What follows belongs to an exercise in optimizing a design on an open flow for small area, a short achievable clock period and few clock cycles per item; a production flow would make more cautious choices. In this exercise RTL edits were held to simulation tests only and were not proved equivalent to the original.

==> flow/design.v <==
module input_buffer #(parameter DATA_WIDTH = 8, parameter SIZE = 64)(
    input logic clk,
    input logic rst,
    input logic write_en,
    input logic [DATA_WIDTH-1:0] data_in,
    output logic [DATA_WIDTH-1:0] data_out,
    input logic [$clog2(SIZE)-1:0] read_addr,
    input logic [$clog2(SIZE)-1:0] write_addr
);
    logic [DATA_WIDTH-1:0] buffer [0:SIZE-1];
    always_ff @(posedge clk or posedge rst) begin
        if (rst)
            for (int i = 0; i < SIZE; i++) buffer[i] <= 0;
        else if (write_en)
            buffer[write_addr] <= data_in;
    end
    assign data_out = buffer[read_addr];
endmodule
module weight_buffer #(parameter DATA_WIDTH = 8, parameter SIZE = 9)(
    input logic clk,
    input logic rst,
    input logic write_en,
    input logic [DATA_WIDTH-1:0] data_in,
    input logic [$clog2(SIZE)-1:0] write_addr,
    output logic [SIZE*DATA_WIDTH-1:0] weights
);
    logic [DATA_WIDTH-1:0] buffer [0:SIZE-1];
    always_ff @(posedge clk or posedge rst) begin
        if (rst)
            for (int i = 0; i < SIZE; i++) buffer[i] <= 0;
        else if (write_en)
            buffer[write_addr] <= data_in;
    end
    for (genvar g = 0; g < SIZE; g++) begin : g_out
        assign weights[g*DATA_WIDTH +: DATA_WIDTH] = buffer[g];
    end
endmodule
module conv2d_core #(parameter DATA_WIDTH = 8)(
    input logic clk,
    input logic rst,
    input logic [9*DATA_WIDTH-1:0] input_window,
    input logic [9*DATA_WIDTH-1:0] weights,
    output logic signed [2*DATA_WIDTH-1:0] conv_out
);
    logic signed [2*DATA_WIDTH-1:0] acc, acc_next;
    always_comb begin
        acc_next = 0;
        for (int i = 0; i < 9; i++) begin
            acc_next += $signed(input_window[i*DATA_WIDTH +: DATA_WIDTH]) * $signed(weights[i*DATA_WIDTH +: DATA_WIDTH]);
        end
    end
    always_ff @(posedge clk or posedge rst) begin
        if (rst)
            acc <= 0;
        else
            acc <= acc_next;
    end
    assign conv_out = acc;
endmodule
module relu #(parameter DATA_WIDTH = 16)(
    input logic signed [DATA_WIDTH-1:0] in,
    output logic signed [DATA_WIDTH-1:0] out
);
    assign out = (in > 0) ? in : 0;
endmodule
module max_pool #(parameter DATA_WIDTH = 8)(
    input logic [DATA_WIDTH-1:0] in0, in1, in2, in3,
    output logic [DATA_WIDTH-1:0] out
);
    assign out = (in0 > in1) ? (in0 > in2 ? (in0 > in3 ? in0 : in3) : (in2 > in3 ? in2 : in3)) :
                              (in1 > in2 ? (in1 > in3 ? in1 : in3) : (in2 > in3 ? in2 : in3));
endmodule
module cnn_accel (
    input  logic        clk,
    input  logic        rst,
    input  logic        wr_en,
    input  logic        wr_sel,      
    input  logic [5:0]  wr_addr,
    input  logic [7:0]  wr_data,
    input  logic        start,
    output logic        ready,
    output logic        out_valid,
    output logic [15:0] out_data
);
    typedef enum logic [1:0] {S_IDLE, S_READ, S_CONV, S_POOL} state_t;
    state_t state;
    logic [3:0] k;           
    logic [1:0] s;           
    logic [1:0] py, px;      
    logic [7:0]  pix;
    logic [5:0]  rd_addr;
    logic [71:0] weights;
    logic [7:0]  win [0:8];
    logic [71:0] win_flat;
    logic signed [15:0] conv_out, relu_out;
    logic [15:0] pool_r [0:3];
    logic [15:0] pool_out;
    logic        out_valid_r;
    assign ready = (state == S_IDLE);
    input_buffer #(.DATA_WIDTH(8), .SIZE(64)) u_ibuf (
        .clk(clk), .rst(rst),
        .write_en(wr_en & ~wr_sel & ready),
        .data_in(wr_data),
        .data_out(pix),
        .read_addr(rd_addr),
        .write_addr(wr_addr)
    );
    weight_buffer #(.DATA_WIDTH(8), .SIZE(9)) u_wbuf (
        .clk(clk), .rst(rst),
        .write_en(wr_en & wr_sel & ready),
        .data_in(wr_data),
        .write_addr(wr_addr[3:0]),
        .weights(weights)
    );
    conv2d_core #(.DATA_WIDTH(8)) u_conv (
        .clk(clk), .rst(rst),
        .input_window(win_flat),
        .weights(weights),
        .conv_out(conv_out)
    );
    for (genvar g = 0; g < 9; g++) begin : g_win
        assign win_flat[g*8 +: 8] = win[g];
    end
    relu #(.DATA_WIDTH(16)) u_relu (.in(conv_out), .out(relu_out));
    max_pool #(.DATA_WIDTH(16)) u_pool (
        .in0(pool_r[0]), .in1(pool_r[1]), .in2(pool_r[2]), .in3(pool_r[3]),
        .out(pool_out)
    );
    logic [1:0] ky, kx;
    always_comb begin
        case (k)
            4'd0: begin ky = 2'd0; kx = 2'd0; end
            4'd1: begin ky = 2'd0; kx = 2'd1; end
            4'd2: begin ky = 2'd0; kx = 2'd2; end
            4'd3: begin ky = 2'd1; kx = 2'd0; end
            4'd4: begin ky = 2'd1; kx = 2'd1; end
            4'd5: begin ky = 2'd1; kx = 2'd2; end
            4'd6: begin ky = 2'd2; kx = 2'd0; end
            4'd7: begin ky = 2'd2; kx = 2'd1; end
            default: begin ky = 2'd2; kx = 2'd2; end
        endcase
    end
    logic [2:0] row, col;
    assign row = {py, 1'b0} + {2'b00, s[1]} + {1'b0, ky};
    assign col = {px, 1'b0} + {2'b00, s[0]} + {1'b0, kx};
    assign rd_addr = {row, col};
    always_ff @(posedge clk or posedge rst) begin
        if (rst) begin
            state       <= S_IDLE;
            k           <= 4'd0;
            s           <= 2'd0;
            py          <= 2'd0;
            px          <= 2'd0;
            out_valid_r <= 1'b0;
            for (int i = 0; i < 9; i++) win[i] <= 8'd0;
            for (int i = 0; i < 4; i++) pool_r[i] <= 16'd0;
        end else begin
            out_valid_r <= 1'b0;
            case (state)
                S_IDLE: begin
                    if (start) begin
                        state <= S_READ;
                        k  <= 4'd0;
                        s  <= 2'd0;
                        py <= 2'd0;
                        px <= 2'd0;
                    end
                end
                S_READ: begin
                    win[k] <= pix;
                    if (k == 4'd8) state <= S_CONV;
                    else k <= k + 4'd1;
                end
                S_CONV: begin
                    state <= S_POOL;
                end
                S_POOL: begin
                    pool_r[s] <= relu_out;
                    k <= 4'd0;
                    if (s == 2'd3) begin
                        out_valid_r <= 1'b1;
                        s <= 2'd0;
                        if (px == 2'd2) begin
                            px <= 2'd0;
                            if (py == 2'd2) begin
                                py <= 2'd0;
                                state <= S_IDLE;
                            end else begin
                                py <= py + 2'd1;
                                state <= S_READ;
                            end
                        end else begin
                            px <= px + 2'd1;
                            state <= S_READ;
                        end
                    end else begin
                        s <= s + 2'd1;
                        state <= S_READ;
                    end
                end
                default: state <= S_IDLE;
            endcase
        end
    end
    assign out_valid = out_valid_r;
    assign out_data  = pool_out;
endmodule
==> flow/run.sh <==
#!/bin/bash
# synth_recipe.tcl (not shown) runs the flow's synth.tcl, then flattens the netlist and writes it again
# the make line also repeats each setting of config.mk as NAME=value (left out here)
make -C /OpenROAD-flow-scripts/flow DESIGN_CONFIG=/design/flow/config.mk WORK_HOME=/design/flow/orfs CLKGATE_MAP_FILE= SYNTH_SCRIPT=/design/flow/synth_recipe.tcl finish
==> flow/config.mk <==
export PLATFORM = sky130hd
export DESIGN_NAME = cnn_accel
export DESIGN_NICKNAME = cnn_accel
export VERILOG_FILES = /design/flow/design.v
export SDC_FILE = /design/flow/constraint.sdc
export NUM_CORES = 4
export LEC_CHECK = 0
export CAP_MARGIN = 20
export CORE_MARGIN = 2
export CORE_UTILIZATION = 40
export SLEW_MARGIN = 20
==> flow/constraint.sdc <==
create_clock -name core_clock -period 10.0 [get_ports {clk}]
set_input_delay 2.0000 -clock core_clock [delete_from_list [all_inputs] [get_ports {clk}]]
set_output_delay 2.0000 -clock core_clock [all_outputs]
set_load 0.01 [all_outputs]
==> results.sh <==
export IMPL_status="timing/DRC/antenna clean"
export IMPL_grt_pass1_vias=44100
export IMPL_syn_area_um2=59900
export IMPL_synthArstFlopShare=1.00
export IMPL_yosysMostFrequentCell="inv_1"
export IMPL_dieArea_um2=153000
export IMPL_overflow=0
export IMPL_area_growth_pct=9.46
export IMPL_period_share=0.904
export IMPL_crit_fanout=9
export IMPL_path_clk_slew_ns=0.06
export IMPL_reg2reg_setup_slack_ns=0.96
export IMPL_cts_tree="built"
export IMPL_path_delay_family="adder cells"
export IMPL_min_period_ns=9.04
export IMPL_nets=6524
export IMPL_ys_top_cells_by_area="dfrtp_1 31%, fa_1 23%, mux2_2 11%, ha_1 6.1%, inv_1 5.4%"
export IMPL_io_pin_count=37
export IMPL_cts_buffers_inserted=88
export IMPL_htree_levels=3
export IMPL_clockBufferDepth=3
export IMPL_placed_area_um2=62500
export IMPL_synthCells=5561
export IMPL_skew_ns=0.0887
export IMPL_die_w_um=391
export IMPL_cp_end_kind="flip-flop"
export IMPL_cts_root_buf="clkbuf_16"
export IMPL_ys_flop_type="dfrtp_1"
export IMPL_syn_num_nets=6564
export IMPL_synth_seq_area_share=0.313
export IMPL_synth_largest_area_cell="dfrtp_1"
export IMPL_synth_top_area_share=0.313
export IMPL_max_clock_freq_ghz=0.111
export IMPL_ys_warnings_count=10
export IMPL_cts_sinks=749
export IMPL_tns_ns=0
export IMPL_crit_path_top_delay_cell="o41ai_1"
export IMPL_worst_slack_ns=0.960
export IMPL_fill_cells=14000
export IMPL_fp_dieH_um=391
export IMPL_cpMostUsedCell="fa_1"
export IMPL_reg2reg_from="u_wbuf.buffer[7][0]$_DFFE_PP0P_"
export IMPL_synth_edf_count=0
export IMPL_maxSlewHeadroom=0.154
export IMPL_path_depth=25
export IMPL_vias_per_cell=5.63
export IMPL_rows=142
export IMPL_grt_first_pass_wirelength_um=292000
export IMPL_critPathMaxStageDelay_ns=1.03
export IMPL_ys_types=88
export IMPL_synth_seq_cells=749
export IMPL_pre_cts_ws_ns=1.16
export IMPL_cp_start_kind="flip-flop"
export IMPL_hold_viol=0
export IMPL_grt_usage=0.256
export IMPL_worst_path_buf_inv=8
export IMPL_ff2ff_path_depth=25
export IMPL_coreArea_um2=149000
export IMPL_rsz0062_at_grt="false"
export IMPL_drive_above_1_share=0.161
export IMPL_start_util=0.402
export IMPL_endpoint="u_conv.acc[15]$_DFF_PP0_"
export IMPL_critPathArrivalTime_ns=9.54
export IMPL_cts_resized=0
export IMPL_drt_iter0_markers=3767
export IMPL_post_route_drc_count=0
export IMPL_wl_per_cell_um=25.5
export IMPL_antenna_found_initial=3
export IMPL_antenna_left=0
export IMPL_netlist_top_cells_count="860 x inv_1, 749 x dfrtp_1, 691 x fa_1"
export IMPL_worst_pin_slew_ns=1.27
export IMPL_vias=42500
export IMPL_avgSynthCellArea_um2=10.8
export IMPL_drt_pass1_iter_count=6
export IMPL_min_path_type="reg -> reg"
export IMPL_cp_startpoint="u_wbuf.buffer[7][0]$_DFFE_PP0P_"
export IMPL_critPathKind="reg -> reg"
export IMPL_hpwl_um=143000
export IMPL_hold_buffers=0
export IMPL_maxCapViolCount=0
export IMPL_report_final_setup_viol=0
export IMPL_r2r_end="u_conv.acc[15]$_DFF_PP0_"
export IMPL_post_cts_buffers=0
export IMPL_clk_latency_ns=0.75
export IMPL_fin_hold_ws_ns=0.480
export IMPL_cp_required_ns=10.50
export IMPL_grt_start_max_net_pins=169
export IMPL_design_area_um2=65600
export IMPL_port_buffers=36
export IMPL_drv_slew=0
export IMPL_wl_um=192000
export IMPL_place_gp_congestion=0.946
## flip-flops by register name, summed over array words and instances, names as in the netlist
name           count
py                 2
px                 2
s                  2
u_conv.acc        16
win               72
u_wbuf.buffer     72
state              2
u_ibuf.buffer    512
k                  4
out_valid_r        1
pool_r            64
## how the worst min path moves through the flow
stage          depth (start not counted)                                to  slack, ns                             start
4_1_cts                                2          pool_r[3][9]$_DFFE_PP0P_       0.48          pool_r[3][9]$_DFFE_PP0P_
6_report                               2          pool_r[3][9]$_DFFE_PP0P_       0.48          pool_r[3][9]$_DFFE_PP0P_
3_5_place_dp                           2          pool_r[3][9]$_DFFE_PP0P_       0.47          pool_r[3][9]$_DFFE_PP0P_
5_1_grt                                1  u_ibuf.buffer[36][5]$_DFFE_PP0P_       0.50  u_ibuf.buffer[36][5]$_DFFE_PP0P_
2_1_floorplan                          2         pool_r[3][10]$_DFFE_PP0P_       0.45         pool_r[3][10]$_DFFE_PP0P_
3_3_place_gp                           2          pool_r[3][9]$_DFFE_PP0P_       0.46          pool_r[3][9]$_DFFE_PP0P_
## stage by stage
stage	cells	utilization
detailed placement	7373	0.419
global placement	7371	0.419
floorplan	5561	-
CTS	7532	0.439
finish	7535	0.440
global route	7534	0.440
## metal layers
layer / part of all wire / global-route usage / up-vias
li1: - / - / 18300
met1: 0.41 / 0.335 / 22000
met2: 0.47 / 0.416 / 1686
met3: 0.070 / 0.0453 / 417
met4: 0.050 / 0.111 / 4
met5: 0.00056 / 0.00415 / -
## cells by family (layout without fill, tap and decap cells)
kind of cell | after synthesis | count (layout) | synth area share
XOR/XNOR | 93 | 93 | 0.0138
other | 0 | 1 | 0
flip-flops | 749 | 749 | 0.313
AO/OA/AOI/OAI | 714 | 714 | 0.0835
adder cells (fa/ha/maj) | 984 | 984 | 0.292
AND/OR/NAND/NOR | 1255 | 1255 | 0.106
multiplexers | 646 | 646 | 0.121
buffers and inverters | 1120 | 1149 | 0.0714
## worst min-delay path, cell delays in order, from the launching register on
cell,delay [ns]
dfrtp_1,0.34
nand2_1,0.04
o21ai_0,0.06
## layout make-up
class	count	area (µm²)	share of cell area
inverter	863	3240	0.0494
sequential	749	18700	0.286
clock inverter	33	504	0.00769
timing repair buffer	127	1090	0.0166
multi-input combinational	3692	37100	0.565
clock buffer	126	2530	0.0386
tap	1944	2430	0.0371
antenna	1	2.50	0.0000381
## layout by cell type, fill, tap and decap left out, types with 24 or more instances in the layout
cell type,instances
a22oi_1,54
nand4_1,36
and3_1,27
a221oi_1,26
nand2_1,486
xnor2_1,78
o31ai_1,48
dfrtp_1,749
nor2b_1,54
a21oi_1,76
nand3_1,86
fa_1,689
clkdlybuf4s50_1,28
o21ai_0,161
o311ai_0,31
ha_1,291
nor2_1,102
clkbuf_16,88
o211ai_1,39
mux2_2,608
and2_1,292
nor3_1,40
a31oi_1,24
nand2b_1,51
inv_1,859
mux2i_1,37
a21o_1,27
o22ai_1,30
a211oi_1,24
buf_4,89
Testbench counts, summed over its fixed seeds: cycles 45,120, frames 96.

separate check: timing with driven ports:
The results above use ideal ports. As a check the final layout listed here was re-extracted and re-timed, cells and wires unchanged.
Step 1 sets driving cells, clkbuf_16 on the clock port and buf_2 on the other inputs (assumed; they add their load-dependent delay and slew).
Step 2 times the ports against the registers' clock, not the clock port: input delays grow and output delays shrink by t, the midpoint of the rising clock arrivals with the driver on.
Three values: no drivers, after step 1, after step 2; two values: the first two.
t (ns): 0.771
slack for setup (ns): 0.960 / 0.960 / 0.960
hold slack, ns: 0.480 / 0.480 / 0.480
worst data-port slew with drivers (ns): 0.12
After both steps setup and hold are still met in this run. The setup slack of this run moves by 0.000 ns with the drivers and by 0.000 ns with both steps.
